Context: an optimization exercise on an open-source flow, tuned for small area. The choices shown serve that exercise and are no tape-out recipe. Only simulation tests tie the RTL to the original design; equivalence was not proved. Power and IR drop assume default switching activity.

==> inputs of 04-09 <==
Design matrix_multiper, start of the top module:
module matrix_multiper #(
	parameter DSIZE	= 8,
	parameter MSIZE	= 8
)(
	input				clock,
	input [DSIZE-1:0]	iR,
	input [DSIZE-1:0]	iG,
	input [DSIZE-1:0]	iB,
	input [MSIZE-1:0]	M00,
	input [MSIZE-1:0]	M01,
	input [MSIZE-1:0]	M02,
	input [MSIZE-1:0]	M10,
	input [MSIZE-1:0]	M11,
	input [MSIZE-1:0]	M12,
	input [MSIZE-1:0]	M20,
	input [MSIZE-1:0]	M21,
	input [MSIZE-1:0]	M22,
	output[DSIZE-1:0]	Ro,
	output[DSIZE-1:0]	Go,
	output[DSIZE-1:0]	Bo
);
wire n1;
wire n2;
wire n3;
wire n4;
wire n5;
wire n6;
wire n7;
wire n8;
wire n9;
wire n10;
wire n11;
wire n12;
wire n13;
wire n14;
wire n15;
wire n16;
wire n17;
wire n18;
wire n19;
wire n20;
wire n21;
wire n22;
wire n23;
wire n24;
wire n25;
wire n26;
wire n27;
wire n28;
wire n29;
wire n30;
wire n31;
wire n32;
wire n33;
wire n34;
wire n35;
wire n36;
wire n37;
wire n38;
wire n39;
wire n40;
wire n41;
wire n42;
wire n43;
wire n44;
wire n45;
wire n46;
wire n47;
wire n48;
wire n49;
wire n50;
wire n51;
wire n52;
wire n53;
wire n54;
wire n55;
wire n56;
wire n57;
wire n58;
wire n59;
wire n60;
wire n61;
wire n62;
wire n63;
wire n64;
wire n65;
wire n66;
wire n67;
wire n68;
wire n69;
wire n70;
wire n71;
wire n72;
wire n73;
wire n74;
wire n75;
wire n76;
wire n77;
wire n78;
wire n79;
wire n80;
wire n81;
wire n82;
wire n83;
wire n84;
wire n85;
wire n86;
wire n87;
wire n88;
wire n89;
wire n90;
wire n91;
wire n92;
wire n93;
wire n94;
wire n95;
wire n96;
wire n97;
wire n98;
wire n99;
wire n100;
wire n101;
wire n102;
wire n103;
wire n104;
wire n105;
wire n106;
wire n107;
wire n108;
wire n109;
wire n110;
wire n111;
wire n112;
wire n113;
wire n114;
wire n115;
wire n116;
wire n117;
wire n118;
wire n119;
wire n120;
wire n121;
wire n122;
wire n123;
wire n124;
wire n125;
wire n126;
wire n127;
wire n128;
wire n129;
wire n130;
wire n131;
wire n132;
wire n133;
wire n134;
wire n135;
wire n136;
wire n137;
  ...
export LEC_CHECK = 0
export CAP_MARGIN = 20
export CORE_MARGIN = 2
export CORE_UTILIZATION = 40
export GPL_TIMING_DRIVEN = 0
export SLEW_MARGIN = 20
export SYNTH_HIERARCHICAL = 1
create_clock -name core_clock -period 6.0 [get_ports {clock}]
standard.sh (not shown) runs the stock make flow with config.mk's settings and CLKGATE_MAP_FILE= SYNTH_SCRIPT=/design/flow/synth_recipe.tcl, a recipe that flattens the netlist after the stock synthesis.
==> flow/flow/run.sh <==
#!/bin/bash
# The standard layout, except that the port buffers are the smallest buffer
# (buf_1) instead of the delay buffer buffer_ports picks by default.
set -euo pipefail
export BUFFER_PORTS_ARGS="-buffer_cell sky130_fd_sc_hd__buf_1"
bash standard.sh finish > flow_make.log 2>&1
==> inputs of 02-14, as changes to 04-09 <==
==> flow/run.sh (new file) <==
#!/bin/bash
# synth_recipe.tcl (not shown) runs the flow's synth.tcl, then flattens the netlist and writes it again
# the make line also repeats each setting of config.mk as NAME=value (left out here)
make -C /OpenROAD-flow-scripts/flow DESIGN_CONFIG=/design/flow/config.mk WORK_HOME=/design/flow/orfs CLKGATE_MAP_FILE= SYNTH_SCRIPT=/design/flow/synth_recipe.tcl finish
removed: flow/flow/run.sh
removed: flow/standard.sh
==> summary.txt <==
Outcome = complete, no violations
Slew headroom = 20.3%
Skew final = 9.81 ps
Fraction of layout cells with a size suffix above 1 = 8.74%
Min Tclk post-route = 5910 ps
Worst skew pair latency = 430 ps
Fraction of area in multi-input gates = 69.8%
Hold_sp = q2[14]$_DFF_P_
Combinational group power = 7.12 mW
Met2 wire length = 21,700 microns
Vias per cell = 5.68
Critical path depth in cells = 11
Non-CTS inverters = 77
the above is filed under 02-14

==> summary.txt <==
Outcome = complete, no violations
Hold_sp = q2[6]$_DFF_P_
Skew final = 7.76 ps
Worst skew pair latency = 450 ps
Non-CTS inverters = 72
Min Tclk post-route = 5870 ps
Post-CTS Setup Inserts = 0
Vias per cell = 5.65
Fraction of layout cells with a size suffix above 1 = 6.58%
FF-to-FF End = q2[6]$_DFF_P_
Fraction of area in multi-input gates = 72.6%
Combinational group power = 7.00 mW
the above is filed under 04-09

afterwards: timing with drivers on the ports:
Ports are ideal in the flow. The routed layouts listed here were re-timed in OpenROAD. Step 1: set_driving_cell puts a clkbuf_16 on clock and a buf_2 on each other input, an assumption about the parent block. Step 2 also shifts input and output timing later by t, the mid clock arrival at the registers, as if the neighbouring blocks saw the same clock. Three values: ideal, step 1, step 2; two values: the first two.
| run | shift t [ns] | setup slack, ns | worst data-port slew with drivers (ns) | pins driven straight from the clock port |
|---|---|---|---|---|
| 04-09 | 0.493 | 0.127 / 0.152 / -0.342 | 0.05 | 1 |
| 02-14 | 0.481 | 0.095 / 0.117 / -0.364 | 0.05 | 1 |
With both steps, setup timing fails in 04-09 and 02-14, where it was met with ideal ports. For 04-09, which loses most, drivers alone change the setup slack by +0.025 ns; drivers and shift together by -0.469 ns.
